Source: an optimization exercise on an open RTL-to-GDS flow (aim: small area, a short achievable clock period and few clock cycles). Production flows keep margins and buffers that such runs may drop.
At most, simulation tests tie the RTL to the original design; equivalence was not proved.
For run 1, only the layout was checked, not whether the RTL still works.
No activity file was given, so power comes from the tool's default toggle rates.

==> design/flow/design.v <==
`timescale 1ns / 1ps
module fmultiplier(
    input  wire        clk,
    input  wire        rst,
    input  wire        valid,       
    input  wire [31:0] a,
    input  wire [31:0] b,
    output reg  [31:0] z,
    output reg         out_valid    
);
    function automatic [4:0] msb23(input [22:0] x);
        integer i;
        begin
            msb23 = 5'd0;
            for (i = 0; i < 23; i = i + 1)
                if (x[i]) msb23 = i[4:0];
        end
    endfunction
    function automatic [4:0] tz24(input [23:0] x);
        integer i;
        reg found;
        begin
            tz24 = 5'd24;
            found = 1'b0;
            for (i = 0; i < 24; i = i + 1)
                if (!found && x[i]) begin
                    tz24 = i[4:0];
                    found = 1'b1;
                end
        end
    endfunction
    wire        sa = a[31], sb = b[31];
    wire [7:0]  ea = a[30:23], eb = b[30:23];
    wire [22:0] fa = a[22:0], fb = b[22:0];
    wire a_ez = (ea == 8'h00), b_ez = (eb == 8'h00);
    wire a_eo = (ea == 8'hFF), b_eo = (eb == 8'hFF);
    wire a_fz = (fa == 23'd0), b_fz = (fb == 23'd0);
    wire a_nan  = a_eo & ~a_fz, b_nan  = b_eo & ~b_fz;
    wire a_inf  = a_eo &  a_fz, b_inf  = b_eo &  b_fz;
    wire a_zero = a_ez &  a_fz, b_zero = b_ez &  b_fz;
    wire is_nan  = a_nan | b_nan | (a_inf & b_zero) | (b_inf & a_zero);
    wire is_inf  = a_inf | b_inf;
    wire is_zero = a_zero | b_zero;
    wire [23:0] ma = {~a_ez, fa};
    wire [23:0] mb = {~b_ez, fb};
    wire [7:0]  xa = {ea[7:1], ea[0] | a_ez};
    wire [7:0]  xb = {eb[7:1], eb[0] | b_ez};
    wire [26:0] yb = {2'b00, mb, 1'b0};
    wire [12:0] bn;               
    wire [24:0] bm0, bm1, bm2, bm3, bm4, bm5, bm6, bm7, bm8, bm9, bm10, bm11, bm12;
    wire [24:0] bmx [0:12];
    genvar gi;
    generate
        for (gi = 0; gi < 13; gi = gi + 1) begin : g_booth
            wire d2 = yb[2*gi+2], d1 = yb[2*gi+1], d0 = yb[2*gi];
            wire one, two;
            fmul_benc u_benc (.d({d2, d1, d0}), .one(one), .two(two), .neg(bn[gi]));
            assign bmx[gi] = (({25{one}} & {1'b0, ma}) | ({25{two}} & {ma, 1'b0})) ^ {25{bn[gi]}};
        end
    endgenerate
    assign bm0 = bmx[0];   assign bm1 = bmx[1];   assign bm2 = bmx[2];
    assign bm3 = bmx[3];   assign bm4 = bmx[4];   assign bm5 = bmx[5];
    assign bm6 = bmx[6];   assign bm7 = bmx[7];   assign bm8 = bmx[8];
    assign bm9 = bmx[9];   assign bm10 = bmx[10]; assign bm11 = bmx[11];
    assign bm12 = bmx[12];
    wire hs0, hc0;
    fmul_ha u_ha0 (.a(bn[8]), .b(bm0[16]), .s(hs0), .co(hc0));
    wire hs1, hc1;
    fmul_ha u_ha1 (.a(bm0[17]), .b(bm1[15]), .s(hs1), .co(hc1));
    wire fs0, fc0;
    fmul_fa u_fa0 (.a(bn[9]), .b(bm0[18]), .c(bm1[16]), .s(fs0), .co(fc0));
    wire hs2, hc2;
    fmul_ha u_ha2 (.a(bm2[14]), .b(bm3[12]), .s(hs2), .co(hc2));
    wire fs1, fc1;
    fmul_fa u_fa1 (.a(bm0[19]), .b(bm1[17]), .c(bm2[15]), .s(fs1), .co(fc1));
    wire hs3, hc3;
    fmul_ha u_ha3 (.a(bm3[13]), .b(bm4[11]), .s(hs3), .co(hc3));
    wire fs2, fc2;
    fmul_fa u_fa2 (.a(bn[10]), .b(bm0[20]), .c(bm1[18]), .s(fs2), .co(fc2));
    wire fs3, fc3;
    fmul_fa u_fa3 (.a(bm2[16]), .b(bm3[14]), .c(bm4[12]), .s(fs3), .co(fc3));
    wire hs4, hc4;
    fmul_ha u_ha4 (.a(bm5[10]), .b(bm6[8]), .s(hs4), .co(hc4));
    wire fs4, fc4;
    fmul_fa u_fa4 (.a(bm0[21]), .b(bm1[19]), .c(bm2[17]), .s(fs4), .co(fc4));
    wire fs5, fc5;
    fmul_fa u_fa5 (.a(bm3[15]), .b(bm4[13]), .c(bm5[11]), .s(fs5), .co(fc5));
    wire hs5, hc5;
    fmul_ha u_ha5 (.a(bm6[9]), .b(bm7[7]), .s(hs5), .co(hc5));
    wire fs6, fc6;
    fmul_fa u_fa6 (.a(bn[11]), .b(bm0[22]), .c(bm1[20]), .s(fs6), .co(fc6));
    wire fs7, fc7;
    fmul_fa u_fa7 (.a(bm2[18]), .b(bm3[16]), .c(bm4[14]), .s(fs7), .co(fc7));
    wire fs8, fc8;
    fmul_fa u_fa8 (.a(bm5[12]), .b(bm6[10]), .c(bm7[8]), .s(fs8), .co(fc8));
    wire hs6, hc6;
    fmul_ha u_ha6 (.a(bm8[6]), .b(bm9[4]), .s(hs6), .co(hc6));
    wire fs9, fc9;
    fmul_fa u_fa9 (.a(bm0[23]), .b(bm1[21]), .c(bm2[19]), .s(fs9), .co(fc9));
    wire fs10, fc10;
    fmul_fa u_fa10 (.a(bm3[17]), .b(bm4[15]), .c(bm5[13]), .s(fs10), .co(fc10));
    wire fs11, fc11;
    fmul_fa u_fa11 (.a(bm6[11]), .b(bm7[9]), .c(bm8[7]), .s(fs11), .co(fc11));
    wire hs7, hc7;
    fmul_ha u_ha7 (.a(bm9[5]), .b(bm10[3]), .s(hs7), .co(hc7));
    wire fs12, fc12;
    fmul_fa u_fa12 (.a(bm0[24]), .b(bm1[22]), .c(bm2[20]), .s(fs12), .co(fc12));
    wire fs13, fc13;
    fmul_fa u_fa13 (.a(bm3[18]), .b(bm4[16]), .c(bm5[14]), .s(fs13), .co(fc13));
    wire fs14, fc14;
    fmul_fa u_fa14 (.a(bm6[12]), .b(bm7[10]), .c(bm8[8]), .s(fs14), .co(fc14));
    wire fs15, fc15;
    fmul_fa u_fa15 (.a(bm9[6]), .b(bm10[4]), .c(bm11[2]), .s(fs15), .co(fc15));
    wire fs16, fc16;
    fmul_fa u_fa16 (.a(bn[0]), .b(bm1[23]), .c(bm2[21]), .s(fs16), .co(fc16));
    wire fs17, fc17;
    fmul_fa u_fa17 (.a(bm3[19]), .b(bm4[17]), .c(bm5[15]), .s(fs17), .co(fc17));
    wire fs18, fc18;
    fmul_fa u_fa18 (.a(bm6[13]), .b(bm7[11]), .c(bm8[9]), .s(fs18), .co(fc18));
    wire fs19, fc19;
    fmul_fa u_fa19 (.a(bm9[7]), .b(bm10[5]), .c(bm11[3]), .s(fs19), .co(fc19));
    wire fs20, fc20;
    fmul_fa u_fa20 (.a(bn[0]), .b(bm1[24]), .c(bm2[22]), .s(fs20), .co(fc20));
    wire fs21, fc21;
    fmul_fa u_fa21 (.a(bm3[20]), .b(bm4[18]), .c(bm5[16]), .s(fs21), .co(fc21));
    wire fs22, fc22;
    fmul_fa u_fa22 (.a(bm6[14]), .b(bm7[12]), .c(bm8[10]), .s(fs22), .co(fc22));
    wire fs23, fc23;
    fmul_fa u_fa23 (.a(bm9[8]), .b(bm10[6]), .c(bm11[4]), .s(fs23), .co(fc23));
    wire fs24, fc24;
    fmul_fa u_fa24 (.a(~bn[0]), .b(~bn[1]), .c(bm2[23]), .s(fs24), .co(fc24));
    wire fs25, fc25;
    fmul_fa u_fa25 (.a(bm3[21]), .b(bm4[19]), .c(bm5[17]), .s(fs25), .co(fc25));
    wire fs26, fc26;
    fmul_fa u_fa26 (.a(bm6[15]), .b(bm7[13]), .c(bm8[11]), .s(fs26), .co(fc26));
    wire fs27, fc27;
    fmul_fa u_fa27 (.a(bm9[9]), .b(bm10[7]), .c(bm11[5]), .s(fs27), .co(fc27));
    wire fs28, fc28;
    fmul_fa u_fa28 (.a(1'b1), .b(bm2[24]), .c(bm3[22]), .s(fs28), .co(fc28));
    wire fs29, fc29;
    fmul_fa u_fa29 (.a(bm4[20]), .b(bm5[18]), .c(bm6[16]), .s(fs29), .co(fc29));
    wire fs30, fc30;
    fmul_fa u_fa30 (.a(bm7[14]), .b(bm8[12]), .c(bm9[10]), .s(fs30), .co(fc30));
    wire hs8, hc8;
    fmul_ha u_ha8 (.a(bm10[8]), .b(bm11[6]), .s(hs8), .co(hc8));
    wire fs31, fc31;
    fmul_fa u_fa31 (.a(~bn[2]), .b(bm3[23]), .c(bm4[21]), .s(fs31), .co(fc31));
    wire fs32, fc32;
    fmul_fa u_fa32 (.a(bm5[19]), .b(bm6[17]), .c(bm7[15]), .s(fs32), .co(fc32));
    wire fs33, fc33;
    fmul_fa u_fa33 (.a(bm8[13]), .b(bm9[11]), .c(bm10[9]), .s(fs33), .co(fc33));
    wire fs34, fc34;
    fmul_fa u_fa34 (.a(1'b1), .b(bm3[24]), .c(bm4[22]), .s(fs34), .co(fc34));
    wire fs35, fc35;
    fmul_fa u_fa35 (.a(bm5[20]), .b(bm6[18]), .c(bm7[16]), .s(fs35), .co(fc35));
    wire hs9, hc9;
    fmul_ha u_ha9 (.a(bm8[14]), .b(bm9[12]), .s(hs9), .co(hc9));
    wire fs36, fc36;
    fmul_fa u_fa36 (.a(~bn[3]), .b(bm4[23]), .c(bm5[21]), .s(fs36), .co(fc36));
    wire fs37, fc37;
    fmul_fa u_fa37 (.a(bm6[19]), .b(bm7[17]), .c(bm8[15]), .s(fs37), .co(fc37));
    wire fs38, fc38;
    fmul_fa u_fa38 (.a(1'b1), .b(bm4[24]), .c(bm5[22]), .s(fs38), .co(fc38));
    wire hs10, hc10;
    fmul_ha u_ha10 (.a(bm6[20]), .b(bm7[18]), .s(hs10), .co(hc10));
    wire fs39, fc39;
    fmul_fa u_fa39 (.a(~bn[4]), .b(bm5[23]), .c(bm6[21]), .s(fs39), .co(fc39));
    wire hs11, hc11;
    fmul_ha u_ha11 (.a(1'b1), .b(bm5[24]), .s(hs11), .co(hc11));
    wire hs12, hc12;
    fmul_ha u_ha12 (.a(bn[5]), .b(bm0[10]), .s(hs12), .co(hc12));
    wire hs13, hc13;
    fmul_ha u_ha13 (.a(bm0[11]), .b(bm1[9]), .s(hs13), .co(hc13));
    wire fs40, fc40;
    fmul_fa u_fa40 (.a(bn[6]), .b(bm0[12]), .c(bm1[10]), .s(fs40), .co(fc40));
    wire hs14, hc14;
    fmul_ha u_ha14 (.a(bm2[8]), .b(bm3[6]), .s(hs14), .co(hc14));
    wire fs41, fc41;
    fmul_fa u_fa41 (.a(bm0[13]), .b(bm1[11]), .c(bm2[9]), .s(fs41), .co(fc41));
    wire hs15, hc15;
    fmul_ha u_ha15 (.a(bm3[7]), .b(bm4[5]), .s(hs15), .co(hc15));
    wire fs42, fc42;
    fmul_fa u_fa42 (.a(bn[7]), .b(bm0[14]), .c(bm1[12]), .s(fs42), .co(fc42));
    wire fs43, fc43;
    fmul_fa u_fa43 (.a(bm2[10]), .b(bm3[8]), .c(bm4[6]), .s(fs43), .co(fc43));
    wire hs16, hc16;
    fmul_ha u_ha16 (.a(bm5[4]), .b(bm6[2]), .s(hs16), .co(hc16));
    wire fs44, fc44;
    fmul_fa u_fa44 (.a(bm0[15]), .b(bm1[13]), .c(bm2[11]), .s(fs44), .co(fc44));
    wire fs45, fc45;
    fmul_fa u_fa45 (.a(bm3[9]), .b(bm4[7]), .c(bm5[5]), .s(fs45), .co(fc45));
    wire hs17, hc17;
    fmul_ha u_ha17 (.a(bm6[3]), .b(bm7[1]), .s(hs17), .co(hc17));
    wire fs46, fc46;
    fmul_fa u_fa46 (.a(bm1[14]), .b(bm2[12]), .c(bm3[10]), .s(fs46), .co(fc46));
    wire fs47, fc47;
    fmul_fa u_fa47 (.a(bm4[8]), .b(bm5[6]), .c(bm6[4]), .s(fs47), .co(fc47));
    wire fs48, fc48;
    fmul_fa u_fa48 (.a(bm7[2]), .b(bm8[0]), .c(hs0), .s(fs48), .co(fc48));
    wire fs49, fc49;
    fmul_fa u_fa49 (.a(bm2[13]), .b(bm3[11]), .c(bm4[9]), .s(fs49), .co(fc49));
    wire fs50, fc50;
    fmul_fa u_fa50 (.a(bm5[7]), .b(bm6[5]), .c(bm7[3]), .s(fs50), .co(fc50));
    wire fs51, fc51;
    fmul_fa u_fa51 (.a(bm8[1]), .b(hc0), .c(hs1), .s(fs51), .co(fc51));
    wire fs52, fc52;
    fmul_fa u_fa52 (.a(bm4[10]), .b(bm5[8]), .c(bm6[6]), .s(fs52), .co(fc52));
    wire fs53, fc53;
    fmul_fa u_fa53 (.a(bm7[4]), .b(bm8[2]), .c(bm9[0]), .s(fs53), .co(fc53));
    wire fs54, fc54;
    fmul_fa u_fa54 (.a(hc1), .b(hs2), .c(fs0), .s(fs54), .co(fc54));
    wire fs55, fc55;
    fmul_fa u_fa55 (.a(bm5[9]), .b(bm6[7]), .c(bm7[5]), .s(fs55), .co(fc55));
    wire fs56, fc56;
    fmul_fa u_fa56 (.a(bm8[3]), .b(bm9[1]), .c(hc2), .s(fs56), .co(fc56));
    wire fs57, fc57;
    fmul_fa u_fa57 (.a(hs3), .b(fc0), .c(fs1), .s(fs57), .co(fc57));
    wire fs58, fc58;
    fmul_fa u_fa58 (.a(bm7[6]), .b(bm8[4]), .c(bm9[2]), .s(fs58), .co(fc58));
    wire fs59, fc59;
    fmul_fa u_fa59 (.a(bm10[0]), .b(hc3), .c(hs4), .s(fs59), .co(fc59));
    wire fs60, fc60;
    fmul_fa u_fa60 (.a(fc1), .b(fs2), .c(fs3), .s(fs60), .co(fc60));
    wire fs61, fc61;
    fmul_fa u_fa61 (.a(bm8[5]), .b(bm9[3]), .c(bm10[1]), .s(fs61), .co(fc61));
    wire fs62, fc62;
    fmul_fa u_fa62 (.a(hc4), .b(hs5), .c(fc2), .s(fs62), .co(fc62));
    wire fs63, fc63;
    fmul_fa u_fa63 (.a(fc3), .b(fs4), .c(fs5), .s(fs63), .co(fc63));
    wire fs64, fc64;
    fmul_fa u_fa64 (.a(bm10[2]), .b(bm11[0]), .c(hc5), .s(fs64), .co(fc64));
    wire fs65, fc65;
    fmul_fa u_fa65 (.a(hs6), .b(fc4), .c(fc5), .s(fs65), .co(fc65));
    wire fs66, fc66;
    fmul_fa u_fa66 (.a(fs6), .b(fs7), .c(fs8), .s(fs66), .co(fc66));
    wire fs67, fc67;
    fmul_fa u_fa67 (.a(bm11[1]), .b(hc6), .c(hs7), .s(fs67), .co(fc67));
    wire fs68, fc68;
    fmul_fa u_fa68 (.a(fc6), .b(fc7), .c(fc8), .s(fs68), .co(fc68));
    wire fs69, fc69;
    fmul_fa u_fa69 (.a(fs9), .b(fs10), .c(fs11), .s(fs69), .co(fc69));
    wire fs70, fc70;
    fmul_fa u_fa70 (.a(bm12[0]), .b(hc7), .c(fc9), .s(fs70), .co(fc70));
    wire fs71, fc71;
    fmul_fa u_fa71 (.a(fc10), .b(fc11), .c(fs12), .s(fs71), .co(fc71));
    wire fs72, fc72;
    fmul_fa u_fa72 (.a(fs13), .b(fs14), .c(fs15), .s(fs72), .co(fc72));
    wire fs73, fc73;
    fmul_fa u_fa73 (.a(bm12[1]), .b(fc12), .c(fc13), .s(fs73), .co(fc73));
    wire fs74, fc74;
    fmul_fa u_fa74 (.a(fc14), .b(fc15), .c(fs16), .s(fs74), .co(fc74));
    wire fs75, fc75;
    fmul_fa u_fa75 (.a(fs17), .b(fs18), .c(fs19), .s(fs75), .co(fc75));
    wire fs76, fc76;
    fmul_fa u_fa76 (.a(bm12[2]), .b(fc16), .c(fc17), .s(fs76), .co(fc76));
    wire fs77, fc77;
    fmul_fa u_fa77 (.a(fc18), .b(fc19), .c(fs20), .s(fs77), .co(fc77));
    wire fs78, fc78;
    fmul_fa u_fa78 (.a(fs21), .b(fs22), .c(fs23), .s(fs78), .co(fc78));
    wire fs79, fc79;
    fmul_fa u_fa79 (.a(bm12[3]), .b(fc20), .c(fc21), .s(fs79), .co(fc79));
    wire fs80, fc80;
    fmul_fa u_fa80 (.a(fc22), .b(fc23), .c(fs24), .s(fs80), .co(fc80));
    wire fs81, fc81;
    fmul_fa u_fa81 (.a(fs25), .b(fs26), .c(fs27), .s(fs81), .co(fc81));
    wire fs82, fc82;
    fmul_fa u_fa82 (.a(bm12[4]), .b(hs8), .c(fc24), .s(fs82), .co(fc82));
    wire fs83, fc83;
    fmul_fa u_fa83 (.a(fc25), .b(fc26), .c(fc27), .s(fs83), .co(fc83));
    wire fs84, fc84;
    fmul_fa u_fa84 (.a(fs28), .b(fs29), .c(fs30), .s(fs84), .co(fc84));
    wire fs85, fc85;
    fmul_fa u_fa85 (.a(bm11[7]), .b(bm12[5]), .c(hc8), .s(fs85), .co(fc85));
    wire fs86, fc86;
    fmul_fa u_fa86 (.a(fc28), .b(fc29), .c(fc30), .s(fs86), .co(fc86));
    wire fs87, fc87;
    fmul_fa u_fa87 (.a(fs31), .b(fs32), .c(fs33), .s(fs87), .co(fc87));
    wire fs88, fc88;
    fmul_fa u_fa88 (.a(bm10[10]), .b(bm11[8]), .c(bm12[6]), .s(fs88), .co(fc88));
    wire fs89, fc89;
    fmul_fa u_fa89 (.a(hs9), .b(fc31), .c(fc32), .s(fs89), .co(fc89));
    wire fs90, fc90;
    fmul_fa u_fa90 (.a(fc33), .b(fs34), .c(fs35), .s(fs90), .co(fc90));
    wire fs91, fc91;
    fmul_fa u_fa91 (.a(bm9[13]), .b(bm10[11]), .c(bm11[9]), .s(fs91), .co(fc91));
    wire fs92, fc92;
    fmul_fa u_fa92 (.a(bm12[7]), .b(hc9), .c(fc34), .s(fs92), .co(fc92));
    wire fs93, fc93;
    fmul_fa u_fa93 (.a(fc35), .b(fs36), .c(fs37), .s(fs93), .co(fc93));
    wire fs94, fc94;
    fmul_fa u_fa94 (.a(bm8[16]), .b(bm9[14]), .c(bm10[12]), .s(fs94), .co(fc94));
    wire fs95, fc95;
    fmul_fa u_fa95 (.a(bm11[10]), .b(bm12[8]), .c(hs10), .s(fs95), .co(fc95));
    wire fs96, fc96;
    fmul_fa u_fa96 (.a(fc36), .b(fc37), .c(fs38), .s(fs96), .co(fc96));
    wire fs97, fc97;
    fmul_fa u_fa97 (.a(bm7[19]), .b(bm8[17]), .c(bm9[15]), .s(fs97), .co(fc97));
    wire fs98, fc98;
    fmul_fa u_fa98 (.a(bm10[13]), .b(bm11[11]), .c(bm12[9]), .s(fs98), .co(fc98));
    wire fs99, fc99;
    fmul_fa u_fa99 (.a(hc10), .b(fc38), .c(fs39), .s(fs99), .co(fc99));
    wire fs100, fc100;
    fmul_fa u_fa100 (.a(bm6[22]), .b(bm7[20]), .c(bm8[18]), .s(fs100), .co(fc100));
    wire fs101, fc101;
    fmul_fa u_fa101 (.a(bm9[16]), .b(bm10[14]), .c(bm11[12]), .s(fs101), .co(fc101));
    wire fs102, fc102;
    fmul_fa u_fa102 (.a(bm12[10]), .b(hs11), .c(fc39), .s(fs102), .co(fc102));
    wire fs103, fc103;
    fmul_fa u_fa103 (.a(~bn[5]), .b(bm6[23]), .c(bm7[21]), .s(fs103), .co(fc103));
    wire fs104, fc104;
    fmul_fa u_fa104 (.a(bm8[19]), .b(bm9[17]), .c(bm10[15]), .s(fs104), .co(fc104));
    wire fs105, fc105;
    fmul_fa u_fa105 (.a(bm11[13]), .b(bm12[11]), .c(hc11), .s(fs105), .co(fc105));
    wire fs106, fc106;
    fmul_fa u_fa106 (.a(1'b1), .b(bm6[24]), .c(bm7[22]), .s(fs106), .co(fc106));
    wire fs107, fc107;
    fmul_fa u_fa107 (.a(bm8[20]), .b(bm9[18]), .c(bm10[16]), .s(fs107), .co(fc107));
    wire hs18, hc18;
    fmul_ha u_ha18 (.a(bm11[14]), .b(bm12[12]), .s(hs18), .co(hc18));
    wire fs108, fc108;
    fmul_fa u_fa108 (.a(~bn[6]), .b(bm7[23]), .c(bm8[21]), .s(fs108), .co(fc108));
    wire fs109, fc109;
    fmul_fa u_fa109 (.a(bm9[19]), .b(bm10[17]), .c(bm11[15]), .s(fs109), .co(fc109));
    wire fs110, fc110;
    fmul_fa u_fa110 (.a(1'b1), .b(bm7[24]), .c(bm8[22]), .s(fs110), .co(fc110));
    wire hs19, hc19;
    fmul_ha u_ha19 (.a(bm9[20]), .b(bm10[18]), .s(hs19), .co(hc19));
    wire fs111, fc111;
    fmul_fa u_fa111 (.a(~bn[7]), .b(bm8[23]), .c(bm9[21]), .s(fs111), .co(fc111));
    wire hs20, hc20;
    fmul_ha u_ha20 (.a(1'b1), .b(bm8[24]), .s(hs20), .co(hc20));
    wire hs21, hc21;
    fmul_ha u_ha21 (.a(bn[3]), .b(bm0[6]), .s(hs21), .co(hc21));
    wire hs22, hc22;
    fmul_ha u_ha22 (.a(bm0[7]), .b(bm1[5]), .s(hs22), .co(hc22));
    wire fs112, fc112;
    fmul_fa u_fa112 (.a(bn[4]), .b(bm0[8]), .c(bm1[6]), .s(fs112), .co(fc112));
    wire hs23, hc23;
    fmul_ha u_ha23 (.a(bm2[4]), .b(bm3[2]), .s(hs23), .co(hc23));
    wire fs113, fc113;
    fmul_fa u_fa113 (.a(bm0[9]), .b(bm1[7]), .c(bm2[5]), .s(fs113), .co(fc113));
    wire hs24, hc24;
    fmul_ha u_ha24 (.a(bm3[3]), .b(bm4[1]), .s(hs24), .co(hc24));
    wire fs114, fc114;
    fmul_fa u_fa114 (.a(bm1[8]), .b(bm2[6]), .c(bm3[4]), .s(fs114), .co(fc114));
    wire fs115, fc115;
    fmul_fa u_fa115 (.a(bm4[2]), .b(bm5[0]), .c(hs12), .s(fs115), .co(fc115));
    wire fs116, fc116;
    fmul_fa u_fa116 (.a(bm2[7]), .b(bm3[5]), .c(bm4[3]), .s(fs116), .co(fc116));
    wire fs117, fc117;
    fmul_fa u_fa117 (.a(bm5[1]), .b(hc12), .c(hs13), .s(fs117), .co(fc117));
    wire fs118, fc118;
    fmul_fa u_fa118 (.a(bm4[4]), .b(bm5[2]), .c(bm6[0]), .s(fs118), .co(fc118));
    wire fs119, fc119;
    fmul_fa u_fa119 (.a(hc13), .b(hs14), .c(fs40), .s(fs119), .co(fc119));
    wire fs120, fc120;
    fmul_fa u_fa120 (.a(bm5[3]), .b(bm6[1]), .c(hc14), .s(fs120), .co(fc120));
    wire fs121, fc121;
    fmul_fa u_fa121 (.a(hs15), .b(fc40), .c(fs41), .s(fs121), .co(fc121));
    wire fs122, fc122;
    fmul_fa u_fa122 (.a(bm7[0]), .b(hc15), .c(hs16), .s(fs122), .co(fc122));
    wire fs123, fc123;
    fmul_fa u_fa123 (.a(fc41), .b(fs42), .c(fs43), .s(fs123), .co(fc123));
    wire fs124, fc124;
    fmul_fa u_fa124 (.a(hc16), .b(hs17), .c(fc42), .s(fs124), .co(fc124));
    wire fs125, fc125;
    fmul_fa u_fa125 (.a(fc43), .b(fs44), .c(fs45), .s(fs125), .co(fc125));
    wire fs126, fc126;
    fmul_fa u_fa126 (.a(hc17), .b(fc44), .c(fc45), .s(fs126), .co(fc126));
    wire fs127, fc127;
    fmul_fa u_fa127 (.a(fs46), .b(fs47), .c(fs48), .s(fs127), .co(fc127));
    wire fs128, fc128;
    fmul_fa u_fa128 (.a(fc46), .b(fc47), .c(fs49), .s(fs128), .co(fc128));
    wire fs129, fc129;
    fmul_fa u_fa129 (.a(fs50), .b(fc48), .c(fs51), .s(fs129), .co(fc129));
    wire fs130, fc130;
    fmul_fa u_fa130 (.a(fc49), .b(fc50), .c(fs52), .s(fs130), .co(fc130));
    wire fs131, fc131;
    fmul_fa u_fa131 (.a(fs53), .b(fc51), .c(fs54), .s(fs131), .co(fc131));
    wire fs132, fc132;
    fmul_fa u_fa132 (.a(fc52), .b(fc53), .c(fs55), .s(fs132), .co(fc132));
    wire fs133, fc133;
    fmul_fa u_fa133 (.a(fs56), .b(fc54), .c(fs57), .s(fs133), .co(fc133));
    wire fs134, fc134;
    fmul_fa u_fa134 (.a(fc55), .b(fs58), .c(fc56), .s(fs134), .co(fc134));
    wire fs135, fc135;
    fmul_fa u_fa135 (.a(fs59), .b(fc57), .c(fs60), .s(fs135), .co(fc135));
    wire fs136, fc136;
    fmul_fa u_fa136 (.a(fc58), .b(fs61), .c(fc59), .s(fs136), .co(fc136));
    wire fs137, fc137;
    fmul_fa u_fa137 (.a(fc60), .b(fs62), .c(fs63), .s(fs137), .co(fc137));
    wire fs138, fc138;
    fmul_fa u_fa138 (.a(fc61), .b(fs64), .c(fc62), .s(fs138), .co(fc138));
    wire fs139, fc139;
    fmul_fa u_fa139 (.a(fc63), .b(fs65), .c(fs66), .s(fs139), .co(fc139));
    wire fs140, fc140;
    fmul_fa u_fa140 (.a(fc64), .b(fs67), .c(fc65), .s(fs140), .co(fc140));
    wire fs141, fc141;
    fmul_fa u_fa141 (.a(fc66), .b(fs68), .c(fs69), .s(fs141), .co(fc141));
    wire fs142, fc142;
    fmul_fa u_fa142 (.a(fc67), .b(fc68), .c(fc69), .s(fs142), .co(fc142));
    wire fs143, fc143;
    fmul_fa u_fa143 (.a(fs70), .b(fs71), .c(fs72), .s(fs143), .co(fc143));
    wire fs144, fc144;
    fmul_fa u_fa144 (.a(fc70), .b(fc71), .c(fc72), .s(fs144), .co(fc144));
    wire fs145, fc145;
    fmul_fa u_fa145 (.a(fs73), .b(fs74), .c(fs75), .s(fs145), .co(fc145));
    wire fs146, fc146;
    fmul_fa u_fa146 (.a(fc73), .b(fc74), .c(fc75), .s(fs146), .co(fc146));
    wire fs147, fc147;
    fmul_fa u_fa147 (.a(fs76), .b(fs77), .c(fs78), .s(fs147), .co(fc147));
    wire fs148, fc148;
    fmul_fa u_fa148 (.a(fc76), .b(fc77), .c(fc78), .s(fs148), .co(fc148));
    wire fs149, fc149;
    fmul_fa u_fa149 (.a(fs79), .b(fs80), .c(fs81), .s(fs149), .co(fc149));
    wire fs150, fc150;
    fmul_fa u_fa150 (.a(fc79), .b(fc80), .c(fc81), .s(fs150), .co(fc150));
    wire fs151, fc151;
    fmul_fa u_fa151 (.a(fs82), .b(fs83), .c(fs84), .s(fs151), .co(fc151));
    wire fs152, fc152;
    fmul_fa u_fa152 (.a(fs85), .b(fc82), .c(fc83), .s(fs152), .co(fc152));
    wire fs153, fc153;
    fmul_fa u_fa153 (.a(fc84), .b(fs86), .c(fs87), .s(fs153), .co(fc153));
    wire fs154, fc154;
    fmul_fa u_fa154 (.a(fs88), .b(fc85), .c(fc86), .s(fs154), .co(fc154));
    wire fs155, fc155;
    fmul_fa u_fa155 (.a(fc87), .b(fs89), .c(fs90), .s(fs155), .co(fc155));
    wire fs156, fc156;
    fmul_fa u_fa156 (.a(fc88), .b(fs91), .c(fc89), .s(fs156), .co(fc156));
    wire fs157, fc157;
    fmul_fa u_fa157 (.a(fc90), .b(fs92), .c(fs93), .s(fs157), .co(fc157));
    wire fs158, fc158;
    fmul_fa u_fa158 (.a(fc91), .b(fs94), .c(fs95), .s(fs158), .co(fc158));
    wire fs159, fc159;
    fmul_fa u_fa159 (.a(fc92), .b(fc93), .c(fs96), .s(fs159), .co(fc159));
    wire fs160, fc160;
    fmul_fa u_fa160 (.a(fc94), .b(fs97), .c(fs98), .s(fs160), .co(fc160));
    wire fs161, fc161;
    fmul_fa u_fa161 (.a(fc95), .b(fc96), .c(fs99), .s(fs161), .co(fc161));
    wire fs162, fc162;
    fmul_fa u_fa162 (.a(fc97), .b(fc98), .c(fs100), .s(fs162), .co(fc162));
    wire fs163, fc163;
    fmul_fa u_fa163 (.a(fs101), .b(fc99), .c(fs102), .s(fs163), .co(fc163));
    wire fs164, fc164;
    fmul_fa u_fa164 (.a(fc100), .b(fc101), .c(fs103), .s(fs164), .co(fc164));
    wire fs165, fc165;
    fmul_fa u_fa165 (.a(fs104), .b(fs105), .c(fc102), .s(fs165), .co(fc165));
    wire fs166, fc166;
    fmul_fa u_fa166 (.a(hs18), .b(fc103), .c(fc104), .s(fs166), .co(fc166));
    wire fs167, fc167;
    fmul_fa u_fa167 (.a(fs106), .b(fs107), .c(fc105), .s(fs167), .co(fc167));
    wire fs168, fc168;
    fmul_fa u_fa168 (.a(bm12[13]), .b(hc18), .c(fc106), .s(fs168), .co(fc168));
    wire fs169, fc169;
    fmul_fa u_fa169 (.a(fc107), .b(fs108), .c(fs109), .s(fs169), .co(fc169));
    wire fs170, fc170;
    fmul_fa u_fa170 (.a(bm11[16]), .b(bm12[14]), .c(hs19), .s(fs170), .co(fc170));
    wire fs171, fc171;
    fmul_fa u_fa171 (.a(fc108), .b(fc109), .c(fs110), .s(fs171), .co(fc171));
    wire fs172, fc172;
    fmul_fa u_fa172 (.a(bm10[19]), .b(bm11[17]), .c(bm12[15]), .s(fs172), .co(fc172));
    wire fs173, fc173;
    fmul_fa u_fa173 (.a(hc19), .b(fc110), .c(fs111), .s(fs173), .co(fc173));
    wire fs174, fc174;
    fmul_fa u_fa174 (.a(bm9[22]), .b(bm10[20]), .c(bm11[18]), .s(fs174), .co(fc174));
    wire fs175, fc175;
    fmul_fa u_fa175 (.a(bm12[16]), .b(hs20), .c(fc111), .s(fs175), .co(fc175));
    wire fs176, fc176;
    fmul_fa u_fa176 (.a(~bn[8]), .b(bm9[23]), .c(bm10[21]), .s(fs176), .co(fc176));
    wire fs177, fc177;
    fmul_fa u_fa177 (.a(bm11[19]), .b(bm12[17]), .c(hc20), .s(fs177), .co(fc177));
    wire fs178, fc178;
    fmul_fa u_fa178 (.a(1'b1), .b(bm9[24]), .c(bm10[22]), .s(fs178), .co(fc178));
    wire hs25, hc25;
    fmul_ha u_ha25 (.a(bm11[20]), .b(bm12[18]), .s(hs25), .co(hc25));
    wire fs179, fc179;
    fmul_fa u_fa179 (.a(~bn[9]), .b(bm10[23]), .c(bm11[21]), .s(fs179), .co(fc179));
    wire hs26, hc26;
    fmul_ha u_ha26 (.a(1'b1), .b(bm10[24]), .s(hs26), .co(hc26));
    wire hs27, hc27;
    fmul_ha u_ha27 (.a(bn[2]), .b(bm0[4]), .s(hs27), .co(hc27));
    wire hs28, hc28;
    fmul_ha u_ha28 (.a(bm0[5]), .b(bm1[3]), .s(hs28), .co(hc28));
    wire fs180, fc180;
    fmul_fa u_fa180 (.a(bm1[4]), .b(bm2[2]), .c(bm3[0]), .s(fs180), .co(fc180));
    wire fs181, fc181;
    fmul_fa u_fa181 (.a(bm2[3]), .b(bm3[1]), .c(hc21), .s(fs181), .co(fc181));
    wire fs182, fc182;
    fmul_fa u_fa182 (.a(bm4[0]), .b(hc22), .c(hs23), .s(fs182), .co(fc182));
    wire fs183, fc183;
    fmul_fa u_fa183 (.a(hc23), .b(hs24), .c(fc112), .s(fs183), .co(fc183));
    wire fs184, fc184;
    fmul_fa u_fa184 (.a(hc24), .b(fc113), .c(fs114), .s(fs184), .co(fc184));
    wire fs185, fc185;
    fmul_fa u_fa185 (.a(fc114), .b(fs116), .c(fc115), .s(fs185), .co(fc185));
    wire fs186, fc186;
    fmul_fa u_fa186 (.a(fc116), .b(fs118), .c(fc117), .s(fs186), .co(fc186));
    wire fs187, fc187;
    fmul_fa u_fa187 (.a(fc118), .b(fs120), .c(fc119), .s(fs187), .co(fc187));
    wire fs188, fc188;
    fmul_fa u_fa188 (.a(fc120), .b(fs122), .c(fc121), .s(fs188), .co(fc188));
    wire fs189, fc189;
    fmul_fa u_fa189 (.a(fc122), .b(fc123), .c(fs124), .s(fs189), .co(fc189));
    wire fs190, fc190;
    fmul_fa u_fa190 (.a(fc124), .b(fc125), .c(fs126), .s(fs190), .co(fc190));
    wire fs191, fc191;
    fmul_fa u_fa191 (.a(fc126), .b(fs128), .c(fc127), .s(fs191), .co(fc191));
    wire fs192, fc192;
    fmul_fa u_fa192 (.a(fc128), .b(fs130), .c(fc129), .s(fs192), .co(fc192));
    wire fs193, fc193;
    fmul_fa u_fa193 (.a(fc130), .b(fs132), .c(fc131), .s(fs193), .co(fc193));
    wire fs194, fc194;
    fmul_fa u_fa194 (.a(fc132), .b(fs134), .c(fc133), .s(fs194), .co(fc194));
    wire fs195, fc195;
    fmul_fa u_fa195 (.a(fc134), .b(fs136), .c(fc135), .s(fs195), .co(fc195));
    wire fs196, fc196;
    fmul_fa u_fa196 (.a(fc136), .b(fs138), .c(fc137), .s(fs196), .co(fc196));
    wire fs197, fc197;
    fmul_fa u_fa197 (.a(fc138), .b(fs140), .c(fc139), .s(fs197), .co(fc197));
    wire fs198, fc198;
    fmul_fa u_fa198 (.a(fc140), .b(fc141), .c(fs142), .s(fs198), .co(fc198));
    wire fs199, fc199;
    fmul_fa u_fa199 (.a(fc142), .b(fc143), .c(fs144), .s(fs199), .co(fc199));
    wire fs200, fc200;
    fmul_fa u_fa200 (.a(fc144), .b(fc145), .c(fs146), .s(fs200), .co(fc200));
    wire fs201, fc201;
    fmul_fa u_fa201 (.a(fc146), .b(fc147), .c(fs148), .s(fs201), .co(fc201));
    wire fs202, fc202;
    fmul_fa u_fa202 (.a(fc148), .b(fc149), .c(fs150), .s(fs202), .co(fc202));
    wire fs203, fc203;
    fmul_fa u_fa203 (.a(fc150), .b(fs152), .c(fc151), .s(fs203), .co(fc203));
    wire fs204, fc204;
    fmul_fa u_fa204 (.a(fc152), .b(fs154), .c(fc153), .s(fs204), .co(fc204));
    wire fs205, fc205;
    fmul_fa u_fa205 (.a(fc154), .b(fs156), .c(fc155), .s(fs205), .co(fc205));
    wire fs206, fc206;
    fmul_fa u_fa206 (.a(fs158), .b(fc156), .c(fc157), .s(fs206), .co(fc206));
    wire fs207, fc207;
    fmul_fa u_fa207 (.a(fs160), .b(fc158), .c(fc159), .s(fs207), .co(fc207));
    wire fs208, fc208;
    fmul_fa u_fa208 (.a(fc160), .b(fs162), .c(fc161), .s(fs208), .co(fc208));
    wire fs209, fc209;
    fmul_fa u_fa209 (.a(fc162), .b(fs164), .c(fc163), .s(fs209), .co(fc209));
    wire fs210, fc210;
    fmul_fa u_fa210 (.a(fc164), .b(fs166), .c(fs167), .s(fs210), .co(fc210));
    wire fs211, fc211;
    fmul_fa u_fa211 (.a(fc166), .b(fs168), .c(fs169), .s(fs211), .co(fc211));
    wire fs212, fc212;
    fmul_fa u_fa212 (.a(fs170), .b(fc168), .c(fc169), .s(fs212), .co(fc212));
    wire fs213, fc213;
    fmul_fa u_fa213 (.a(fs172), .b(fc170), .c(fc171), .s(fs213), .co(fc213));
    wire fs214, fc214;
    fmul_fa u_fa214 (.a(fc172), .b(fs174), .c(fc173), .s(fs214), .co(fc214));
    wire fs215, fc215;
    fmul_fa u_fa215 (.a(fc174), .b(fs176), .c(fs177), .s(fs215), .co(fc215));
    wire fs216, fc216;
    fmul_fa u_fa216 (.a(hs25), .b(fc176), .c(fs178), .s(fs216), .co(fc216));
    wire fs217, fc217;
    fmul_fa u_fa217 (.a(bm12[19]), .b(hc25), .c(fc178), .s(fs217), .co(fc217));
    wire fs218, fc218;
    fmul_fa u_fa218 (.a(bm11[22]), .b(bm12[20]), .c(hs26), .s(fs218), .co(fc218));
    wire fs219, fc219;
    fmul_fa u_fa219 (.a(~bn[10]), .b(bm11[23]), .c(bm12[21]), .s(fs219), .co(fc219));
    wire hs29, hc29;
    fmul_ha u_ha29 (.a(1'b1), .b(bm11[24]), .s(hs29), .co(hc29));
    wire hs30, hc30;
    fmul_ha u_ha30 (.a(bn[1]), .b(bm0[2]), .s(hs30), .co(hc30));
    wire hs31, hc31;
    fmul_ha u_ha31 (.a(bm0[3]), .b(bm1[1]), .s(hs31), .co(hc31));
    wire fs220, fc220;
    fmul_fa u_fa220 (.a(bm1[2]), .b(bm2[0]), .c(hs27), .s(fs220), .co(fc220));
    wire fs221, fc221;
    fmul_fa u_fa221 (.a(bm2[1]), .b(hc27), .c(hs28), .s(fs221), .co(fc221));
    wire fs222, fc222;
    fmul_fa u_fa222 (.a(hc28), .b(hs21), .c(fs180), .s(fs222), .co(fc222));
    wire fs223, fc223;
    fmul_fa u_fa223 (.a(hs22), .b(fc180), .c(fs181), .s(fs223), .co(fc223));
    wire fs224, fc224;
    fmul_fa u_fa224 (.a(fs112), .b(fc181), .c(fs182), .s(fs224), .co(fc224));
    wire fs225, fc225;
    fmul_fa u_fa225 (.a(fs113), .b(fc182), .c(fs183), .s(fs225), .co(fc225));
    wire fs226, fc226;
    fmul_fa u_fa226 (.a(fs115), .b(fc183), .c(fs184), .s(fs226), .co(fc226));
    wire fs227, fc227;
    fmul_fa u_fa227 (.a(fs117), .b(fc184), .c(fs185), .s(fs227), .co(fc227));
    wire fs228, fc228;
    fmul_fa u_fa228 (.a(fs119), .b(fc185), .c(fs186), .s(fs228), .co(fc228));
    wire fs229, fc229;
    fmul_fa u_fa229 (.a(fs121), .b(fc186), .c(fs187), .s(fs229), .co(fc229));
    wire fs230, fc230;
    fmul_fa u_fa230 (.a(fs123), .b(fc187), .c(fs188), .s(fs230), .co(fc230));
    wire fs231, fc231;
    fmul_fa u_fa231 (.a(fs125), .b(fc188), .c(fs189), .s(fs231), .co(fc231));
    wire fs232, fc232;
    fmul_fa u_fa232 (.a(fs127), .b(fc189), .c(fs190), .s(fs232), .co(fc232));
    wire fs233, fc233;
    fmul_fa u_fa233 (.a(fs129), .b(fc190), .c(fs191), .s(fs233), .co(fc233));
    wire fs234, fc234;
    fmul_fa u_fa234 (.a(fs131), .b(fc191), .c(fs192), .s(fs234), .co(fc234));
    wire fs235, fc235;
    fmul_fa u_fa235 (.a(fs133), .b(fc192), .c(fs193), .s(fs235), .co(fc235));
    wire fs236, fc236;
    fmul_fa u_fa236 (.a(fs135), .b(fc193), .c(fs194), .s(fs236), .co(fc236));
    wire fs237, fc237;
    fmul_fa u_fa237 (.a(fs137), .b(fc194), .c(fs195), .s(fs237), .co(fc237));
    wire fs238, fc238;
    fmul_fa u_fa238 (.a(fs139), .b(fc195), .c(fs196), .s(fs238), .co(fc238));
    wire fs239, fc239;
    fmul_fa u_fa239 (.a(fs141), .b(fc196), .c(fs197), .s(fs239), .co(fc239));
    wire fs240, fc240;
    fmul_fa u_fa240 (.a(fs143), .b(fc197), .c(fs198), .s(fs240), .co(fc240));
    wire fs241, fc241;
    fmul_fa u_fa241 (.a(fs145), .b(fc198), .c(fs199), .s(fs241), .co(fc241));
    wire fs242, fc242;
    fmul_fa u_fa242 (.a(fs147), .b(fc199), .c(fs200), .s(fs242), .co(fc242));
    wire fs243, fc243;
    fmul_fa u_fa243 (.a(fs149), .b(fc200), .c(fs201), .s(fs243), .co(fc243));
    wire fs244, fc244;
    fmul_fa u_fa244 (.a(fs151), .b(fc201), .c(fs202), .s(fs244), .co(fc244));
    wire fs245, fc245;
    fmul_fa u_fa245 (.a(fs153), .b(fc202), .c(fs203), .s(fs245), .co(fc245));
    wire fs246, fc246;
    fmul_fa u_fa246 (.a(fs155), .b(fc203), .c(fs204), .s(fs246), .co(fc246));
    wire fs247, fc247;
    fmul_fa u_fa247 (.a(fs157), .b(fc204), .c(fs205), .s(fs247), .co(fc247));
    wire fs248, fc248;
    fmul_fa u_fa248 (.a(fs159), .b(fc205), .c(fs206), .s(fs248), .co(fc248));
    wire fs249, fc249;
    fmul_fa u_fa249 (.a(fs161), .b(fc206), .c(fs207), .s(fs249), .co(fc249));
    wire fs250, fc250;
    fmul_fa u_fa250 (.a(fs163), .b(fc207), .c(fs208), .s(fs250), .co(fc250));
    wire fs251, fc251;
    fmul_fa u_fa251 (.a(fs165), .b(fs209), .c(fc208), .s(fs251), .co(fc251));
    wire fs252, fc252;
    fmul_fa u_fa252 (.a(fc165), .b(fs210), .c(fc209), .s(fs252), .co(fc252));
    wire fs253, fc253;
    fmul_fa u_fa253 (.a(fc167), .b(fs211), .c(fc210), .s(fs253), .co(fc253));
    wire fs254, fc254;
    fmul_fa u_fa254 (.a(fs171), .b(fc211), .c(fs212), .s(fs254), .co(fc254));
    wire fs255, fc255;
    fmul_fa u_fa255 (.a(fs173), .b(fc212), .c(fs213), .s(fs255), .co(fc255));
    wire fs256, fc256;
    fmul_fa u_fa256 (.a(fs175), .b(fc213), .c(fs214), .s(fs256), .co(fc256));
    wire fs257, fc257;
    fmul_fa u_fa257 (.a(fc175), .b(fs215), .c(fc214), .s(fs257), .co(fc257));
    wire fs258, fc258;
    fmul_fa u_fa258 (.a(fc177), .b(fs216), .c(fc215), .s(fs258), .co(fc258));
    wire fs259, fc259;
    fmul_fa u_fa259 (.a(fs179), .b(fc216), .c(fs217), .s(fs259), .co(fc259));
    wire fs260, fc260;
    fmul_fa u_fa260 (.a(fc179), .b(fs218), .c(fc217), .s(fs260), .co(fc260));
    wire fs261, fc261;
    fmul_fa u_fa261 (.a(hc26), .b(fs219), .c(fc218), .s(fs261), .co(fc261));
    wire fs262, fc262;
    fmul_fa u_fa262 (.a(bm12[22]), .b(hs29), .c(fc219), .s(fs262), .co(fc262));
    wire fs263, fc263;
    fmul_fa u_fa263 (.a(~bn[11]), .b(bm12[23]), .c(hc29), .s(fs263), .co(fc263));
    wire [47:0] s_row = {fs263, fs262, fs261, fc259, fs259, fs258, fs257, fc255, fc254, fs254, fs253, fs252, fc250, fc249, fc248, fc247, fc246, fc245, fc244, fc243, fc242, fc241, fc240, fc239, fc238, fc237, fc236, fc235, fc234, fc233, fc232, fc231, fc230, fc229, fc228, fc227, fc226, fc225, fc224, fc223, fc222, fc221, fc220, hc31, hc30, bm1[0], bm0[1], bn[0]};
    wire [47:0] c_row = {fc262, fc261, fc260, fs260, fc258, fc257, fc256, fs256, fs255, fc253, fc252, fc251, fs251, fs250, fs249, fs248, fs247, fs246, fs245, fs244, fs243, fs242, fs241, fs240, fs239, fs238, fs237, fs236, fs235, fs234, fs233, fs232, fs231, fs230, fs229, fs228, fs227, fs226, fs225, fs224, fs223, fs222, fs221, fs220, hs31, hs30, 1'b0, bm0[0]};
    wire [4:0]  ka  = msb23(fa), kb = msb23(fb);    
    wire [5:0]  tzs = tz24(ma) + tz24(mb);          
    wire [8:0]  xs  = {1'b0, xa} + {1'b0, xb};
    wire signed [10:0] u_nn = $signed({2'b00, xs}) - 11'sd128;
    wire signed [10:0] u_an = $signed({3'b000, xb}) + $signed({6'd0, ka}) - 11'sd150;
    wire signed [10:0] u_bn = $signed({3'b000, xa}) + $signed({6'd0, kb}) - 11'sd150;
    wire signed [10:0] u  = a_ez ? u_an : (b_ez ? u_bn : u_nn);
    wire        nrm = ~u[10];                       
    wire [4:0]  t1  = a_ez ? ka : (b_ez ? kb : 5'd23);    
    wire signed [10:0] t2 = 11'sd151 - $signed({2'b00, xs});    
    wire        t2big = (xs < 9'd88);               
    wire [5:0]  t2c = t2big ? 6'd63 : t2[5:0];
    wire [5:0]  tsh = nrm ? {1'b0, t1} : t2c;       
    wire [7:0]  e_0 = nrm ? u[7:0] : 8'd0;          
    wire        ovf_hi = nrm & (u >= 11'sd254);
    wire        ovf_eq = nrm & (u == 11'sd253);
    wire        special = is_nan | is_inf | is_zero;
    wire        uf = (xs < 9'd103);                 
    wire        slow = ~special & ~uf & (a_ez | b_ez | u_nn[10]);
    localparam K = 16;
    wire [K:0]  p_lo = {1'b0, s_row[K-1:0]} + {1'b0, c_row[K-1:0]};
    reg [47:K] r_s, r_c;
    reg [K-1:0] r_plo;
    reg        r_cy;
    reg [5:0]  r_tsh;
    reg [5:0]  r_tzs;
    reg [7:0]  r_e0;
    reg        r_ovh, r_ove, r_sz, r_nan, r_inf, r_zero, r_slow;
    reg        r_v1;              
    reg        r_v2;              
    reg [47:22] r_q;              
    wire        hold = r_v1 & r_slow;
    always @(posedge clk) begin
        r_s    <= s_row[47:K];
        r_c    <= c_row[47:K];
        r_plo  <= p_lo[K-1:0];
        r_cy   <= p_lo[K];
    end
    always @(posedge clk) begin
        if (!hold) begin
            r_e0   <= e_0;
            r_tsh  <= tsh;
            r_tzs  <= tzs;
            r_ovh  <= ovf_hi & ~is_zero;
            r_ove  <= ovf_eq & ~is_zero;
            r_sz   <= sa ^ sb;
            r_nan  <= is_nan;
            r_inf  <= is_inf;
            r_zero <= is_zero | uf;
            r_slow <= slow;
        end
    end
    always @(posedge clk or posedge rst) begin
        if (rst) begin
            r_v1 <= 1'b0;
            r_v2 <= 1'b0;
        end else begin
            r_v1 <= valid;
            r_v2 <= r_v1 & r_slow;
        end
    end
    wire [48:K] p_hc = {r_s, 1'b1} + {r_c, r_cy};
    wire [47:K] p_hi = p_hc[48:K+1];
    wire [47:0] p = {p_hi, r_plo};
    wire [70:0] x  = {p, 23'd0};
    wire [70:0] qx = x >> r_tsh;
    always @(posedge clk) r_q <= qx[47:22];
    wire [47:22] q = r_v2 ? r_q : p[47:22];
    wire [7:0]  e_1 = r_e0 + 8'd1;
    wire [7:0]  e_2 = r_e0 + 8'd2;
    wire        st1 = (r_tzs < r_tsh);
    wire        st0 = (r_tzs + 6'd1 < r_tsh);
    wire        inc_h = q[23] & (st1 | q[24]);
    wire [30:0] pk_h0 = {e_2, q[46:24]};
    wire [30:0] pk_h1 = pk_h0 + 31'd1;
    wire [30:0] pk_h  = inc_h ? pk_h1 : pk_h0;
    wire        inc_l = q[22] & (st0 | q[23]);
    wire [30:0] pk_l0 = {(q[46] ? e_1 : r_e0), q[45:23]};
    wire [30:0] pk_l1 = pk_l0 + 31'd1;
    wire [30:0] pk_l  = inc_l ? pk_l1 : pk_l0;
    wire [30:0] pk    = q[47] ? pk_h : pk_l;
    wire        ovf   = r_ovh | (r_ove & q[47]);
    always @(*) out_valid = (r_v1 & ~r_slow) | r_v2;
    always @(*) begin
        if (r_nan)
            z = 32'h7FC0_0000;
        else if (r_inf | ovf)
            z = {r_sz, 8'hFF, 23'd0};
        else if (r_zero)
            z = {r_sz, 31'd0};
        else
            z = {r_sz, pk};
    end
endmodule
module fmul_fa(input wire a, input wire b, input wire c, output wire s, output wire co);
    assign s  = a ^ b ^ c;
    assign co = (a & b) | (a & c) | (b & c);
endmodule
module fmul_ha(input wire a, input wire b, output wire s, output wire co);
    assign s  = a ^ b;
    assign co = a & b;
endmodule
module fmul_benc(input wire [2:0] d, output wire one, output wire two, output wire neg);
    assign one = d[1] ^ d[0];
    assign two = ~one & (d[2] ^ d[1]);
    assign neg = d[2];
endmodule
==> design/flow/flow/run.sh <==
#!/bin/bash
# Standard layout, with the ports buffered by buf cells instead of the delay
# buffer that buffer_ports picks by default.
export BUFFER_PORTS_ARGS="-buffer_cell sky130_fd_sc_hd__buf_2"
bash standard.sh > standard.log 2>&1
==> design/flow/standard.sh <==
#!/bin/bash
# synth_recipe.tcl (not shown) runs the flow's synth.tcl, then flattens the netlist and writes it again
# the make line also repeats each setting of config.mk as NAME=value (left out here)
make -C /OpenROAD-flow-scripts/flow DESIGN_CONFIG=/design/flow/config.mk WORK_HOME=/design/flow/orfs CLKGATE_MAP_FILE= SYNTH_SCRIPT=/design/flow/synth_recipe.tcl "${@:-finish}"
==> design/flow/config.mk <==
export PLATFORM = sky130hd
export DESIGN_NAME = fmultiplier
export DESIGN_NICKNAME = fmultiplier
export VERILOG_FILES = /design/flow/design.v
export SDC_FILE = /design/flow/constraint.sdc
export NUM_CORES = 4
export LEC_CHECK = 0
export ABC_AREA = 1
export CAP_MARGIN = 20
export CORE_MARGIN = 2
export CORE_UTILIZATION = 40
export PLACE_DENSITY = 0.6
export SETUP_SLACK_MARGIN = 4.0
export SLEW_MARGIN = 20
export SYNTH_HIERARCHICAL = 1
==> design/flow/constraint.sdc <==
create_clock -name core_clock -period 10.0 [get_ports {clk}]
set_input_delay 2.0000 -clock core_clock [delete_from_list [all_inputs] [get_ports {clk}]]
set_output_delay 2.0000 -clock core_clock [all_outputs]
set_load 0.01 [all_outputs]
==> results of run 1 <==
==> per-stage QoR <==
| stage | power, µW | hold slack [ps] |
|---|---|---|
| floorplan | 7500 | 548 |
| global placement | 9900 | 913 |
| detailed placement | 10000 | 904 |
| CTS | 10700 | 903 |
| global route | 12300 | 855 |
| finish | 11100 | 836 |
==> worst max-delay path: stages <==
cell and delay [ps]:
buf_2 110, buf_12 260, xor2_2 390, clkinvlp_2 670, o22ai_1 350, xor2_1 250
fa_1 490, fa_1 450, fa_1 440, fa_1 570, fa_1 430
==> area by class of cell <==
cell class | instances | area, µm² | area share (%)
multi-input cells | 3026 | 21800 | 73.4
flip-flops and latches | 136 | 3000 | 10.1
inverters | 455 | 1830 | 6.17
repair buffers | 183 | 1260 | 4.25
well taps | 873 | 1090 | 3.68
clock buffers | 17 | 425 | 1.43
clock inverters | 15 | 163 | 0.549
repair inverters | 18 | 118 | 0.397
==> per-module statistics from Yosys (local to each module, per instance) <==
module       flops+latches  cells  times used  cell area [µm²]
fmultiplier            136   3432           1            20700
fmul_ha                  0      1          32             12.5
fmul_benc                0      7          13             36.3
fmul_fa                  0      1         264             20.0
==> synthesized netlist by cell type, types with 27 or more instances <==
cell type,instances
o22ai_1,306
nand4_1,28
inv_1,406
nand2_1,834
a21oi_1,124
ha_1,141
nand3_1,296
edfxtp_1,27
clkbuf_1,101
inv_2,28
xor2_1,377
o21ai_0,139
fa_1,269
buf_1,94
nor2_1,249
dfxtp_1,107
==> routing by layer <==
metal	global-route usage [%]	vias to the layer above
met1	37.7	12663
met3	5.09	294
met4	14.1	2
met5	0	-
li1	-	12498
met2	43.1	1345
==> sequential cells by signal (all words and copies together) (netlist names), 6 cells and up <==
signal	count
r_q	26
r_tzs	6
r_plo	16
r_c	32
r_tsh	6
r_s	32
r_e0	8
==> worst max-delay path by stage <==
stage,startpoint,end,slack (ps),depth (start not counted)
after floorplan,b[29],r_c[27],4000,14
after global placement,a[2],r_tsh[0],2800,36
after detailed placement,a[2],r_tsh[0],2800,36
after CTS,b[7],r_plo[15],4000,18
after global routing,r_s[16],z[15],3980,20
final,b[3],r_c[26],3910,11
==> logic make-up (layout without fill, tap and decap cells) <==
logic type      Yosys count  in the layout  synth area share [%]
compound gates          641            641                  14.0
xor+xnor                392            392                  12.8
fa+ha+maj               410            410                  26.6
buf+inv                 674            688                  9.70
flops                   136            136                  11.2
mux                       6              6                 0.223
other cells               2             19                0.0279
simple gates           1558           1558                  25.5
==> timing repair <==
action                                  CTS  global route
pin swaps                                 0             9
resized for setup                        51           140
hold endpoints to repair                  0             0
setup buffers                            18            29
cloned                                   11             8
endpoints found under the setup margin   70            89
==> power groups by stage <==
stage | logic, µW | clock network [µW] | registers [µW]
after floorplan | 6490 | 0 | 1010
after global placement | 8820 | 0 | 1070
after detailed placement | 8930 | 0 | 1080
after CTS | 8990 | 660 | 1070
after global routing | 10500 | 685 | 1100
final | 9340 | 650 | 1080
==> flow_metrics.tcl, run 1 <==
set metrics [dict create \
    run_status "timing/DRC/antenna clean" \
    clock_latency_ps 470 \
    setup.worst_path.start_class "input port" \
    cts.hold.buffers_added 0 \
    worst_max_slew_margin_expressed_relative_to_the_limit_pct 24.2 \
    asyncSetResetFlopFracSynth_pct 1.47 \
    power_frac_comb_pct 84.4 \
    slew_at_the_pin_closest_to_its_max_slew_limit_ps 1140 \
    mostFrequentLayoutCells "818 x nand2_1, 384 x inv_1, 369 x xor2_1" \
    report.final.hold_viol_count 0 \
    place_ws_ps 2800 \
    layout-drive-gt1-share_pct 12.4 \
    io_pins 100 \
    die-height_um 263 \
    design.final.nets 4314 \
    dpl-instance-area_um2 27900 \
    power_switching_uw 6470 \
    wire_length_of_the_first_global_routing_pass_um 151000 \
    post_synth_inst_count 3819 \
    grt_antenna_before_repair 1 \
    totalNegativeSetupSlack_ps 0 \
    netSwitchingFraction_pct 58.4 \
    final.setup_skew_ps 18.5 \
    synth.distinct_cells 62 \
    power_frac_clock_pct 5.9 \
    final_common_cell "nand2_1" \
    synth.largest_area_cell "fa_1" \
    synth_largest_type_area_fraction_pct 20.0 \
    first_iter_violations 2600 \
    post-route-cell-area_um2 29600 \
    timing.hold.worst_endpoint "r_q[47]" \
    rows 95 \
    tritoncts.num_buffers 17 \
    setup_viol 0 \
    achievable-frequency_mhz 164 \
    power.sequential.fraction_pct 9.8 \
    cts.root.buffer_cell "clkbuf_16" \
    m1WireLength_um 41500 \
    highest_routed_layer "met5" \
    gp_congestion 0.965 \
    die_w_um 263 \
    post_drt_wl_per_cell_um 21.0 \
    worstHoldPathCells 2 \
    post_layout_nonfiller_instances 4723 \
    antenna_cells_inserted 0 \
    h-tree-depth 4 \
    internal_power_uw 4600 \
    grt_max_degree 51 \
    power_density_nw_per_um2 373 \
    synth.avg_cell_area_um2 7.04 \
    finalWorstSetupSlack_ps 3910 \
    fill_cells 6918 \
    wl_met2_um 42700 \
    post_synth_instance_area_um2 26900 \
    cts.clk_slew.worst_paths_ps 80 \
    sink_count 136 \
    detail_route.first_pass.iterations 7 \
    worst-r2r-setup-slack_ps 6810 \
    detailroute.via_count 26802 \
    fp.dieArea_um2 69300 \
    worst-path-max-fanout 35 \
    cp.arrival_ps 6420 \
    critical_path.reg2reg.endpoint "r_q[46]" \
    dominantRegCellSynth "dfxtp_1" \
    numPortBuffers 99 \
    number_of_global_route_vias_before_repair 25205 \
    place.detailed.instances 4624 \
    dpl.hpwl_um 72700 \
    routed-wl-met3_um 9040 \
    peak_vdd_ir_mv 0.207 \
    final_routed_drc_violation_total 0 \
    grt_usage_pct 28.0 \
    critical_path_required_ps 10330 \
    final_util_pct 44.4 \
    tritoncts_clock_tree "done" \
    synth.top_cells.by_area "fa_1 20%, xor2_1 12%, nand2_1 12%" \
    globalRouteOverflowTotal 0 \
    floorplan.initialDensity_pct 40.2 \
    setup.worst_path.end_class "flop" \
    rsz0062_at_grt "yes" \
    hold_class "reg -> reg" \
    yosys_register_bits 136 \
    final_antenna_net_count 0 \
    regToRegStartpoint "r_s[16]" \
    timing.reg2reg.worst_path_depth 18 \
    synth_edf_count 27 \
    design.core.area_um2 66800 \
    maxCapViolations 0 \
    detail_route.wirelength_um 99000 \
    max-clock-path-buffers 2 \
    share_of_the_yosys_chip_area_belonging_to_registers_pct 11.2 \
    critPathKind "in -> reg" \
    min_period_over_period_pct 60.9 \
    yosysWarningCount 7 \
    launch_point_of_the_worst_hold_path "r_tsh[4]" \
    report.final.slew_viol_count 0 \
    area_growth_pct 10.3 \
    leakagePower_uw 0.0137 \
    post_drt_via_cell_ratio 5.67 \
    period_needed_ps 6090 \
]
==> inputs of run 2 (changes only) <==
--- a/design/flow/design.v
+++ b/design/flow/design.v
@@ -53,8 +53,9 @@
     generate
         for (gi = 0; gi < 13; gi = gi + 1) begin : g_booth
             wire d2 = yb[2*gi+2], d1 = yb[2*gi+1], d0 = yb[2*gi];
-            wire one, two;
-            fmul_benc u_benc (.d({d2, d1, d0}), .one(one), .two(two), .neg(bn[gi]));
+            wire one = d1 ^ d0;
+            wire two = ~one & (d2 ^ d1);
+            assign bn[gi] = d2;
             assign bmx[gi] = (({25{one}} & {1'b0, ma}) | ({25{two}} & {ma, 1'b0})) ^ {25{bn[gi]}};
         end
     endgenerate
@@ -730,14 +731,10 @@
     wire        st1 = (r_tzs < r_tsh);
     wire        st0 = (r_tzs + 6'd1 < r_tsh);
     wire        inc_h = q[23] & (st1 | q[24]);
-    wire [30:0] pk_h0 = {e_2, q[46:24]};
-    wire [30:0] pk_h1 = pk_h0 + 31'd1;
-    wire [30:0] pk_h  = inc_h ? pk_h1 : pk_h0;
     wire        inc_l = q[22] & (st0 | q[23]);
-    wire [30:0] pk_l0 = {(q[46] ? e_1 : r_e0), q[45:23]};
-    wire [30:0] pk_l1 = pk_l0 + 31'd1;
-    wire [30:0] pk_l  = inc_l ? pk_l1 : pk_l0;
-    wire [30:0] pk    = q[47] ? pk_h : pk_l;
+    wire        inc   = q[47] ? inc_h : inc_l;
+    wire [30:0] pk0   = q[47] ? {e_2, q[46:24]} : {(q[46] ? e_1 : r_e0), q[45:23]};
+    wire [30:0] pk    = pk0 + {30'd0, inc};
     wire        ovf   = r_ovh | (r_ove & q[47]);
     always @(*) out_valid = (r_v1 & ~r_slow) | r_v2;
     always @(*) begin
@@ -759,8 +756,3 @@
     assign s  = a ^ b;
     assign co = a & b;
 endmodule
-module fmul_benc(input wire [2:0] d, output wire one, output wire two, output wire neg);
-    assign one = d[1] ^ d[0];
-    assign two = ~one & (d[2] ^ d[1]);
-    assign neg = d[2];
-endmodule
--- a/design/flow/config.mk
+++ b/design/flow/config.mk
@@ -10,6 +10,6 @@
 export CORE_MARGIN = 2
 export CORE_UTILIZATION = 40
 export PLACE_DENSITY = 0.6
-export SETUP_SLACK_MARGIN = 4.0
+export SETUP_SLACK_MARGIN = 4.2
 export SLEW_MARGIN = 20
 export SYNTH_HIERARCHICAL = 1
==> run 2 against run 1 <==
Compared with the run above:
- critical path type unchanged
- wire length decreased by 1.7%
- clock skew decreased by 4.2 ps
- maximum frequency is 5.2% higher
- clock power is 1% lower
- synthesized area shrank 6.3%
- hold slack improved by 0.76 ps
- critical path depth rose by 2
- sequential share of layout area is 0.090 points lower
- first-iteration DRC count increased by 4.9%
- power increased by 4.8%
- combinational power grew 5.6%
==> flow_metrics.tcl, run 2 <==
set metrics [dict create \
    critical_path.max_stage_delay_ps 490 \
    period_needed_ps 5790 \
    wire_length_of_the_first_global_routing_pass_um 143000 \
    path_common_cell "fa_1" \
    sink_count 136 \
    synth_edf_count 27 \
    rows 91 \
    post_synth_inst_count 3466 \
    synth.largest_area_cell "fa_1" \
    power_frac_clock_pct 5.5 \
    slew_at_the_pin_closest_to_its_max_slew_limit_ps 1040 \
    detail_route.first_pass.iterations 7 \
    largestRegisters "r_c x32, r_s x32, r_q x26" \
    clock_latency_ps 460 \
    place_ws_ps 2660 \
    yosysWarningCount 7 \
    tritoncts_clock_tree "done" \
    hold_class "reg -> reg" \
    critical_path.cell_chain "buf_2, clkbuf_8, xnor2_2, buf_6, nand2_1, buf_4, o22ai_1, xor2_1, fa_1, fa_1, fa_1, fa_1, fa_1" \
    share_of_the_yosys_chip_area_belonging_to_registers_pct 11.9 \
    worst_max_slew_margin_expressed_relative_to_the_limit_pct 30.6 \
    setup.worst_path.end_class "flop" \
    leakagePower_uw 0.0135 \
    grt_antenna_before_repair 3 \
    tritoncts.num_buffers 17 \
    achievable-frequency_mhz 173 \
    fill_cells 6207 \
    netSwitchingFraction_pct 56.2 \
    synth_common_cells "768 x nand2_1, 335 x xor2_1, 317 x inv_1" \
    power_switching_uw 6520 \
    critPathKind "in -> reg" \
    layout-drive-gt1-share_pct 17.2 \
    numPortBuffers 99 \
    final_antenna_net_count 0 \
    first_iter_violations 2728 \
    final.setup_skew_ps 14.3 \
    die_w_um 255 \
    floorplan.initialDensity_pct 40.7 \
    grt_usage_pct 28.9 \
    setup_viol 0 \
    design.final.nets 4063 \
    report.final.slew_viol_count 0 \
    totalNegativeSetupSlack_ps 0 \
    dpl.hpwl_um 67500 \
    io_pins 100 \
    synth_largest_type_area_fraction_pct 21.4 \
    dominantRegCellSynth "dfxtp_1" \
    max-clock-path-buffers 2 \
    post_drt_via_cell_ratio 5.74 \
    internal_power_uw 5080 \
    post_layout_nonfiller_instances 4428 \
    report.final.hold_viol_count 0 \
    die-height_um 255 \
    power_density_nw_per_um2 386 \
    synth.top_cells.by_area "fa_1 21%, xor2_1 12%, nand2_1 11%" \
    fp.dieArea_um2 65000 \
    post_synth_instance_area_um2 25200 \
    globalRouteOverflowTotal 0 \
    run_status "timing/DRC/antenna clean" \
    final_util_pct 48.5 \
    power.sequential.fraction_pct 9.5 \
    maxCapViolations 0 \
    synth.avg_cell_area_um2 7.26 \
    power_frac_comb_pct 85.0 \
    peak_vdd_ir_mv 0.191 \
    yosys_register_bits 136 \
    critical_path.slowest_cell "fa_1" \
    rsz0062_at_grt "yes" \
    timing.reg2reg.worst_path_depth 18 \
    gp_congestion 0.962 \
    design.core.area_um2 61900 \
]
==> run 2: cell types whose count changed in the layout (fill, tap and decap cells not counted), moves of 19 or more <==
cell / before / now
nand3_1: 288 / 172
nand2_1: 818 / 718
inv_1: 384 / 304
buf_4: 71 / 122
xor2_1: 369 / 334
o22ai_1: 306 / 277
a21oi_1: 119 / 91
nand2_4: 7 / 31
nor2_1: 228 / 207
clkinvlp_4: 34 / 14
buf_12: 3 / 22
==> run 2: through the flow <==
| stage | hold WS [ps] | area (µm²) | total power (µW) |
|---|---|---|---|
| CTS | 878 | 28400 | 10600 |
| floorplan | 575 | 25300 | 6940 |
| global placement | 868 | 26500 | 9300 |
| finish | 836 | 30000 | 11600 |
| global route | 849 | 30000 | 12700 |
| detailed placement | 846 | 26500 | 9370 |
==> run 2: modules after synthesis, one instance, submodules excluded <==
module,flip-flops and latches,area (µm²)
fmul_fa,0,20.0
fmul_ha,0,12.5
fmultiplier,136,19500
==> run 2: worst paths after layout <==
| check | to | start | slack (ps) |
|---|---|---|---|
| worst min register to register | r_q[40] | r_tsh[4] | 840 |
| worst max-delay path | r_s[32] | b[17] | 4210 |
| worst max register to register | r_q[41] | r_s[21] | 6750 |
| worst min-delay path | r_q[40] | r_tsh[4] | 840 |
| max in group asynchronous | r_v1 | rst | 8500 |
| min in group asynchronous | r_v2 | rst | 1380 |
==> run 2: timing repair <==
action,4_1_cts,5_1_grt
hold buffers,0,0
setup endpoints to repair,95,79
endpoints found under the hold margin,0,0
resized for setup,163,258
pin swaps,28,95
cloned,14,13
buffers inserted,35,57
==> run 2: area by class of cell <==
cell class / instances / area (µm²) / area share (%)
clock inverter: 15 / 154 / 0.513
multi-input combinational: 2788 / 21300 / 71.0
sequential: 136 / 3010 / 10.0
timing repair inverter: 5 / 38.8 / 0.129
antenna: 1 / 2.50 / 0.00834
inverter: 354 / 1430 / 4.78
clock buffer: 17 / 425 / 1.42
tap: 837 / 1050 / 3.49
timing repair buffer: 275 / 2580 / 8.60
==> run 2: kinds of logic (layout without fill, tap and decap cells) <==
family,count (synthesis),count (layout),share of synthesized area (%)
AOI/OAI and AO/OA,647,647,15.2
xor gates and xnor gates,358,358,12.5
adders and majority gates,419,419,28.8
buffers and inverters,556,666,8.50
DFF,136,136,11.9
muxes,11,11,0.437
other,1,11,0.0149
and+or+nand+nor,1338,1343,22.6
==> run 2: critical path: cells and delay by family <==
kind | cells | cell delay (ps)
fa+ha+maj | 5 | 2320
buf+inv | 4 | 990
xor+xnor | 2 | 400
compound gates | 1 | 200
simple gates | 1 | 80
==> run 2: power groups by stage <==
stage                     sequential [µW]  combinational (µW)  clock [µW]
after global routing                 1120               10900         673
after floorplan                      1000                5940           0
after detailed placement             1060                8310           0
after global placement               1060                8240           0
final                                1100                9860         642
after CTS                            1070                8930         650
==> run 2: per-layer routing <==
| layer | vias up | GRT usage [%] | share of wire (%) |
|---|---|---|---|
| li1 | 11644 | - | - |
| met4 | 4 | 15.4 | 6.5 |
| met5 | - | 0 | 0.035 |
| met1 | 12005 | 37.7 | 40 |
| met2 | 1436 | 45.1 | 43 |
| met3 | 344 | 5.91 | 9.8 |
Testbench counts of run 2, summed over its fixed seeds: cycles 16,082.

## static timing again, ports no longer ideal
In the flow no input, the clock included, has a driving cell. The finished layouts below were timed again as built, in two steps. Step 1 assumes that a clkbuf_16 drives the clock port and a buf_2 every other input. Step 2 times the ports against the registers' clock, not the clock port: input delays grow and output delays shrink by t, the midpoint of the rising clock arrivals with the driver on. a / b / c = ideal / step 1 / step 2; a / b = the first two.
run	t (ns)	setup WS [ns]
run 1	0.528	3.909 / 3.951 / 3.423
run 2	0.510	4.209 / 4.164 / 3.739
After both steps setup and hold are still met in every run listed.
